Background: an optimization exercise with open tools, aiming at small area. Do not read the settings as production practice.
The RTL was checked by simulation tests, not by an equivalence proof against the original design.

[flow/run.sh]
#!/bin/bash
# synth_recipe.tcl (not shown) runs the flow's synth.tcl, then flattens the netlist and writes it again
# the make line also repeats each setting of config.mk as NAME=value (left out here)
make -C /OpenROAD-flow-scripts/flow DESIGN_CONFIG=/design/flow/config.mk WORK_HOME=/design/flow/orfs CLKGATE_MAP_FILE= SYNTH_SCRIPT=/design/flow/synth_recipe.tcl finish
[flow/config.mk]
export PLATFORM = sky130hd
export DESIGN_NAME = top_gray_sobel
export DESIGN_NICKNAME = top_gray_sobel
export VERILOG_FILES = /design/flow/design.v
export SDC_FILE = /design/flow/constraint.sdc
export NUM_CORES = 4
export LEC_CHECK = 0
export CAP_MARGIN = 20
export CORE_AREA = 10 10 290 290
export DIE_AREA = 0 0 300 300
export SLEW_MARGIN = 20
[flow/constraint.sdc]
create_clock -name core_clock -period 10.0 [get_ports {clk_i}]
set_input_delay 2.0000 -clock core_clock [delete_from_list [all_inputs] [get_ports {clk_i}]]
set_output_delay 2.0000 -clock core_clock [all_outputs]
set_load 0.01 [all_outputs]
[flow/design.v]
package sobel_pkg;
localparam MAX_PIXEL_BITS = 15;
localparam PIXEL_WIDTH_OUT = 8;
endpackage
import sobel_pkg::*;
module gray_scale_core (
    input  logic clk_i,
    input  logic nreset_i,
    input  logic start_i,
    input  logic finish_i,
    input  logic zero_px_i,           
    input  logic [MAX_PIXEL_BITS-1:0] px_q_i,
    output logic [PIXEL_WIDTH_OUT-1:0] out_px_gray_o
);
function automatic logic [1:0] fa(input logic a, b, c);
    fa = {(a & b) | (a & c) | (b & c), a ^ b ^ c};
endfunction
logic busy_q, valid_q, busy_nx;
logic [4:0] r, g, b;
logic [1:0] a0, a1, a2, a3, a4, a5, a6, a7, a8, a9, a10, a11;
logic [7:0] x, y, t;
logic [8:0] cr;
assign busy_nx = busy_q ? ~finish_i : start_i;
always_ff @(posedge clk_i or negedge nreset_i) begin
    if (!nreset_i) begin
        busy_q  <= 1'b0;
        valid_q <= 1'b0;
    end else begin
        busy_q  <= busy_nx;
        valid_q <= busy_nx & ~zero_px_i;
    end
end
assign r = px_q_i[14:10];
assign g = px_q_i[9:5];
assign b = px_q_i[4:0];
always_comb begin
    a0  = fa(r[2], g[1], b[1]);             
    a1  = fa(r[0], r[3], g[2]);             
    a2  = fa(b[2], b[3], a0[1]);            
    a3  = fa(r[1], r[4], g[0]);             
    a4  = fa(g[3], b[3], b[4]);             
    a5  = fa(a1[1], a2[1], a3[0]);          
    a6  = fa(r[2], g[1], g[4]);             
    a7  = fa(b[4], a3[1], a4[1]);           
    a8  = fa(a5[1], a6[0], a7[0]);          
    a9  = fa(r[3], g[2], a6[1]);            
    a10 = fa(a7[1], a8[1], a9[0]);          
    a11 = fa(r[4], g[3], a9[1]);            
    x = {1'b0, a11[1], a11[0], a10[0], a8[0], a5[0], a1[0], a0[0]};
    y = {1'b0, g[4],   a10[1], 1'b0,   1'b0,  a4[0], a2[0], b[2]};
    cr[0] = 1'b0;
    for (int k = 0; k < 8; k++) {cr[k+1], t[k]} = fa(x[k], y[k], cr[k]);
end
assign out_px_gray_o = valid_q ? t : 8'd0;
endmodule
import sobel_pkg::*;
module sobel_core (
    input  logic [PIXEL_WIDTH_OUT-1:0] p0, p1, p2,
    input  logic [PIXEL_WIDTH_OUT-1:0] n0_n, n1_n, n2_n,
    output logic sat_o,
    output logic [6:0] mag_o
);
function automatic logic [21:0] csa(input logic [10:0] x, y, z);
    logic [10:0] s, c;
    s = x ^ y ^ z;
    c = (x & y) | (x & z) | (y & z);
    csa = {c[9:0], 1'b0, s};
endfunction
logic [10:0] s1, c1, s2, c2, s3, c3, s4, c4, t;
logic [11:0] cr;
logic [3:0] q;
always_comb begin
    {c1, s1} = csa({3'b0, p0}, {3'b0, p1}, {3'b0, p2});
    {c2, s2} = csa({3'b0, n0_n}, {3'b0, n1_n}, {3'b0, n2_n});
    {c3, s3} = csa(s1, c1 | 11'd1, s2);
    {c4, s4} = csa(s3, c3, c2 | 11'd1);    
    cr[0] = 1'b1;
    for (int k = 0; k < 11; k++) begin
        t[k] = s4[k] ^ c4[k] ^ cr[k];
        cr[k+1] = (s4[k] & c4[k]) | (s4[k] & cr[k]) | (c4[k] & cr[k]);
    end
end
assign q = t[10:7];
assign sat_o = ~((q == 4'd6) | ((q == 4'd5) & (|t[6:0])));
assign mag_o = q[0] ? -t[6:0] : t[6:0];
endmodule
import sobel_pkg::*;
module sobel_control (
    input  logic clk_i,
    input  logic nreset_i,
    input  logic start_i,
    input  logic finish_i,
    input  logic [PIXEL_WIDTH_OUT-1:0] in_px_gray_i,
    output logic [PIXEL_WIDTH_OUT-1:0] out_px_sobel_o,
    output logic px_ready_o
);
localparam logic [3:0] S_IDLE = 4'd0;    
localparam logic [3:0] S_F9   = 4'd9;
localparam logic [3:0] S_WAIT = 4'd10;
localparam logic [3:0] S_N1   = 4'd11;
localparam logic [3:0] S_N2   = 4'd12;
localparam logic [3:0] S_N3   = 4'd13;
localparam logic [3:0] S_N0   = 4'd14;
logic [3:0] st_q, st_nx;
logic shift, result, show;
logic [PIXEL_WIDTH_OUT-1:0] w1, w2, w3, w4, w5, w6, w7, w8, p2_n;
logic [PIXEL_WIDTH_OUT-1:0] x, y, z_n;
logic sat, sat_q, sat_all;
logic [6:0] mag, mag_q, mag_max;
always_comb begin
    st_nx  = st_q;
    shift  = 1'b0;
    result = 1'b0;
    case (st_q)
        S_IDLE: if (start_i) st_nx = 4'd1;
        4'd1, 4'd2, 4'd3, 4'd4, 4'd5, 4'd6, 4'd7, 4'd8: begin
            st_nx = st_q + 4'd1;
            shift = 1'b1;
        end
        S_F9: begin
            st_nx  = S_WAIT;
            shift  = 1'b1;
            result = 1'b1;
        end
        S_WAIT: st_nx = S_N1;
        S_N1, S_N2: begin
            st_nx = finish_i ? S_IDLE : st_q + 4'd1;
            shift = ~finish_i;
        end
        S_N3: begin
            st_nx  = finish_i ? S_IDLE : S_N0;
            shift  = ~finish_i;
            result = ~finish_i;
        end
        S_N0: st_nx = finish_i ? S_IDLE : S_N1;
        default: st_nx = S_IDLE;
    endcase
end
always_ff @(posedge clk_i or negedge nreset_i) begin
    if (!nreset_i) begin
        st_q <= S_IDLE;
        p2_n <= '1;
    end else begin
        st_q <= st_nx;
        if (result) p2_n <= ~in_px_gray_i;
    end
end
always_ff @(posedge clk_i) begin
    if (shift) begin
        w1 <= w2; w2 <= w3; w3 <= w4; w4 <= w5;
        w5 <= w6; w6 <= w7; w7 <= w8; w8 <= ~in_px_gray_i;
    end
end
assign show = (st_q == S_WAIT) | (st_q == S_N0);
assign x   = show ? ~w3 : ~w8;
assign y   = show ? ~w7 : ~p2_n;
assign z_n = show ? w5 : w4;
sobel_core sobel (
    .p0(~w6), .p1(x), .p2(y),
    .n0_n(w1), .n1_n(w2), .n2_n(z_n),
    .sat_o(sat), .mag_o(mag)
);
always_ff @(posedge clk_i) begin
    sat_q <= sat;
    mag_q <= mag;
end
assign sat_all = sat_q | sat;
assign mag_max = (mag_q > mag) ? mag_q : mag;
assign px_ready_o = show;
assign out_px_sobel_o = ~show ? 8'd0 : sat_all ? 8'hff : {mag_max, 1'b0};
endmodule
import sobel_pkg::*;
module top_gray_sobel (
        input logic    clk_i,
        input logic    nreset_i,
        input logic    [1:0] select_i,
        input logic    finish_i,
        input logic    start_i,
        input logic    [MAX_PIXEL_BITS-1:0] in_pixel_i,
        output logic   [MAX_PIXEL_BITS-1:0] out_pixel_o,
        output logic   px_ready_sobel_o
    );
    logic [MAX_PIXEL_BITS-1:0] px_q;
    logic byp_q, byp_nx;
    logic [PIXEL_WIDTH_OUT-1:0] out_px_gray;
    logic [PIXEL_WIDTH_OUT-1:0] out_px_sobel;
    logic [PIXEL_WIDTH_OUT-1:0] in_px_gray;
    logic px_ready_sobel;
    wire sel0 = (select_i == 2'd0);
    wire sel1 = (select_i == 2'd1);
    wire sel2 = (select_i == 2'd2);
    wire sel3 = (select_i == 2'd3);
    always_ff @(posedge clk_i) px_q <= in_pixel_i;
    gray_scale_core gray_scale0 (
        .clk_i(clk_i),
        .nreset_i(nreset_i),
        .start_i(start_i & (sel0 | sel2)),
        .finish_i(finish_i),
        .zero_px_i(sel1),
        .px_q_i(px_q),
        .out_px_gray_o(out_px_gray)
    );
    assign in_px_gray = sel1 ? in_pixel_i[PIXEL_WIDTH_OUT-1:0] : sel2 ? out_px_gray : '0;
    sobel_control sobel0 (
        .clk_i(clk_i),
        .nreset_i(nreset_i),
        .start_i(start_i & (sel1 | sel2)),
        .finish_i(finish_i),
        .in_px_gray_i(in_px_gray),
        .out_px_sobel_o(out_px_sobel),
        .px_ready_o(px_ready_sobel)
    );
    assign byp_nx = byp_q ? ~finish_i : (start_i & sel3);
    always_ff @(posedge clk_i or negedge nreset_i) begin
        if (!nreset_i) byp_q <= 1'b0;
        else           byp_q <= byp_nx;
    end
    assign out_pixel_o = (sel1 | sel2) ? {7'b0, out_px_sobel} :
                         sel0          ? {7'b0, out_px_gray}  :
                         byp_q         ? px_q : '0;
    assign px_ready_sobel_o = (sel1 | sel2) & px_ready_sobel;
endmodule
==> metrics.md <==
| Metric | Value |
|---|---|
| Status | timing/DRC/antenna clean |
| Clock sink count | 102 |
| Tcrit/Tclk final | 95.7% |
| Port buffer count | 36 |
| Worst R2R Start | sobel0.st_q[0] |
| Initial DRT Pass Iterations | 4 |
| M2 GR Usage | between 4 and 5% |
| Core region area | around 0.078 mm2 |
| Gate Count Post-Synth | 446 |
| Final-report hold violation count | 0 |
| Yosys reg bits | about 100 |
| Rel. slew slack | between 40 and 50% |
| Clock root buffer | clkbuf_16 |
| H-tree levels | 3 |
| Most common library cell in the layout ignoring fill and taps | inv_1 |
| Number of fill cells | between 8000 and 9000 |
| Syn_area_per_cell | between 10 and 15 um2 |
| Met1 Use GR | about 3.7% |
| Fin Setup TNS | 0 ns |
| Crit path kind | reg2out |
| Post-synth EDFFs | 64 |
| TritonCTS clock tree | done |
| Final Max Tran Viols | 0 |
| Critical path peak fanout | 11 |
| Clock buffer depth | 2 |
| Clk_skew | between 0.01 and 0.015 ns |
| Largest net degree at the start of global routing | 65 |
| Most frequent CP cell | fa_1 |
| Die height | roughly 300 um |
| Pre-CTS setup slack | ~0.054 ns |
| Reg area | ~0.0028 mm2 |
| Layout cell share with drive strength beyond 1 | between 10% and 20% |
| Top_reg_cell synth | edfxtp_1 |
| Final HPWL DP | about 9600 um |
| Average wire per standard cell | about 8 um |
| Die area | roughly 0.09 mm2 |
| Post-Route WL | approximately 12000 um |
| Crit. End Element | output pin |
| I/O pin count | 37 |
| Clock-pin slew on the worst setup and hold paths | approximately 0.070 ns |
| WP data arrival | around 7.6 ns |
| GP Congestion | 0.779 |
| Clock Latency Late Sink | between 0.3 and 0.4 ns |
| Multi-input gate area in the final layout | approximately 0.0025 mm2 |
| Final setup violation count | 0 |
| Routed via count | around 3400 |
| Critical Path RT | 8.00 ns |
| Ys async rst share | ~15% |
| Hold crit path type | reg2reg |
| Initial core utilization | 7.35% |
| Worst path slowest cell | fa_1 |
| Yosys warns | 4 |
| Global route overflow | 0 |
| 1st-iter DRT viols | around 180 |
| Sequential fraction of the synthesis area | a little under 50% |
| Final nets | roughly 600 |
| Final WS setup | about 0.43 ns |
| Slew @ Worst Pin | approximately 0.83 ns |
| DRC viols | 0 |
| Core Util, Final | between 10 and 15% |
| Tmin final | 9.57 ns |
| Initial antenna violation count | 1 |
| Syn nets | roughly 540 |
| Met3 Use GR | less than 1% |
| # rows | around 100 |
| Global-route wire length before repair | 20300 um |
| DIE WIDTH | 300 um |
| CTS Hold Bufs | 0 |
| Area Overhead vs Synth | 36.4% |
| Layer with the highest usage | met2 |
| Num CTS Buffers | 9 |
| Via/cell ratio | ~2.2 |
| CP Launch Point | sobel0.st_q[0] |
| Fmax | between 0.1 and 0.15 GHz |
| Commonest cells after routing, fill and taps aside | 103 x inv_1, 64 x edfxtp_1, 53 x fa_1 |
| Vias in the first global route | roughly 3800 |
| Post-Synthesis Cell Area | ~0.0057 mm2 |
| Synth unique cells | 47 |
| Hold path startpoint | sobel0.w2[6] |
| Antenna viol nets, final | 0 |
| CP Launch Type | register |
| Max-cap violations | 0 |
| Slowest cell delay on critical path | 0.55 ns |
| GRT Total Usage | under 10% |
## state kept, by name (all words and copies together) (netlist names)
register             flops
sobel0.p2_n              8
sobel0.w6                8
sobel0.mag_q             7
sobel0.w7                8
sobel0.w1                8
gray_scale0.busy_q       1
sobel0.w5                8
sobel0.sat_q             1
gray_scale0.valid_q      1
sobel0.w3                8
sobel0.w8                8
sobel0.w4                8
byp_q                    1
sobel0.st_q              4
sobel0.w2                8
px_q                    15
## worst max-delay path, delay by kind of cell, from the launching register on
family                   cells  cell delay [ns]
adder cells (fa/ha/maj)     11             4.11
buffers and inverters       11             1.34
AO/OA/AOI/OAI                4             0.55
flip-flops                   1             0.44
multiplexers                 2             0.35
AND/OR/NAND/NOR              2             0.22
XOR/XNOR                     1             0.20
## cell families (layout without fill, tap and decap cells)
logic type               Yosys count  after routing  synth area share, %
buffers and inverters            112            168                 7.81
flip-flops                       102            102                 48.5
adder cells (fa/ha/maj)           74             74                 23.3
AND/OR/NAND/NOR                   57             57                 5.35
AO/OA/AOI/OAI                     53             53                 6.39
multiplexers                      42             42                 7.64
XOR/XNOR                           6              6                0.922
other                              0              1                    0
## per-layer routing
layer	wire, um	vias to the layer above
met3	694	10
met2	5790	87
met5	0	-
met4	102	0
met1	5730	1736
li1	-	1579
## per-stage QoR
stage | hold slack (ns) | area, um2 | cells
after floorplan | 0.420 | 5700 | 446
after global placement | 0.432 | 7360 | 1521
after detailed placement | 0.434 | 7360 | 1521
after CTS | 0.447 | 7710 | 1541
after global routing | 0.464 | 7770 | 1542
final | 0.447 | 7780 | 1543
## synth_stat cells (3+ instances only)
library cell  number  area share [%]
mux2_2            12             2.4
o21ai_0            6            0.53
ha_1              20             4.4
nor3b_1            3            0.39
nand2_1           10            0.66
dfrtp_1            7             3.1
a21oi_1           13             1.1
xnor2_1            5            0.77
nor3_1             3            0.26
o211ai_1           8             1.1
a22oi_1            9             1.2
mux2i_1           30             5.3
nor2_1            12            0.79
nand3_1            6            0.53
and2_1             8            0.88
dfxtp_1           23             8.1
nor2b_1            3            0.33
fa_1              54              19
edfxtp_1          64              34
inv_1            104             6.8
dfstp_2            8             3.7
## layout make-up
class | instances | area share, %
clock inverters | 7 | 1.01
repair buffers | 48 | 5.97
flip-flops and latches | 102 | 35.6
inverters | 104 | 5.02
well taps | 1040 | 16.7
multi-input cells | 232 | 32.7
clock buffers | 9 | 2.90
diodes | 1 | 0.0322
## final timing paths
check,slack (ns),endpoint,cells after the start
min in group asynchronous,2.12,byp_q,1
worst max-delay path,0.43,out_pixel_o[4],31
max in group asynchronous,7.33,sobel0.st_q[0],1
worst min register to register,0.45,sobel0.w1[6],0
worst max register to register,4.14,sobel0.sat_q,23
worst min-delay path,0.45,sobel0.w1[6],0
## timing repair
item / CTS / global route
setup endpoints to repair: 6 / 7
resized for setup: 7 / 13
pin swaps: 2 / 3
buffers inserted: 4 / 1
endpoints found under the hold margin: 0 / 0

==> static timing again, ports no longer ideal <==
Ports are ideal in the flow. The routed layout listed here was re-timed in OpenROAD.
Step 1, drivers: a clkbuf_16 drives clk_i and a buf_2 each remaining input, both assumed.
Step 2 also shifts input and output timing later by t, the mid clock arrival at the registers, as if the neighbouring blocks saw the same clock.
a / b / c = no drivers / after step 1 / after step 2; a / b = the first two.
shift t [ns]: 0.382
setup WS [ns]: 0.432 / 0.398 / 0.779
worst setup path at the end: register to output
cell pins on the clock port's net: 1
After both steps this run still meets setup and hold. The setup slack of this run moves by -0.034 ns with the drivers and by +0.347 ns with both steps.
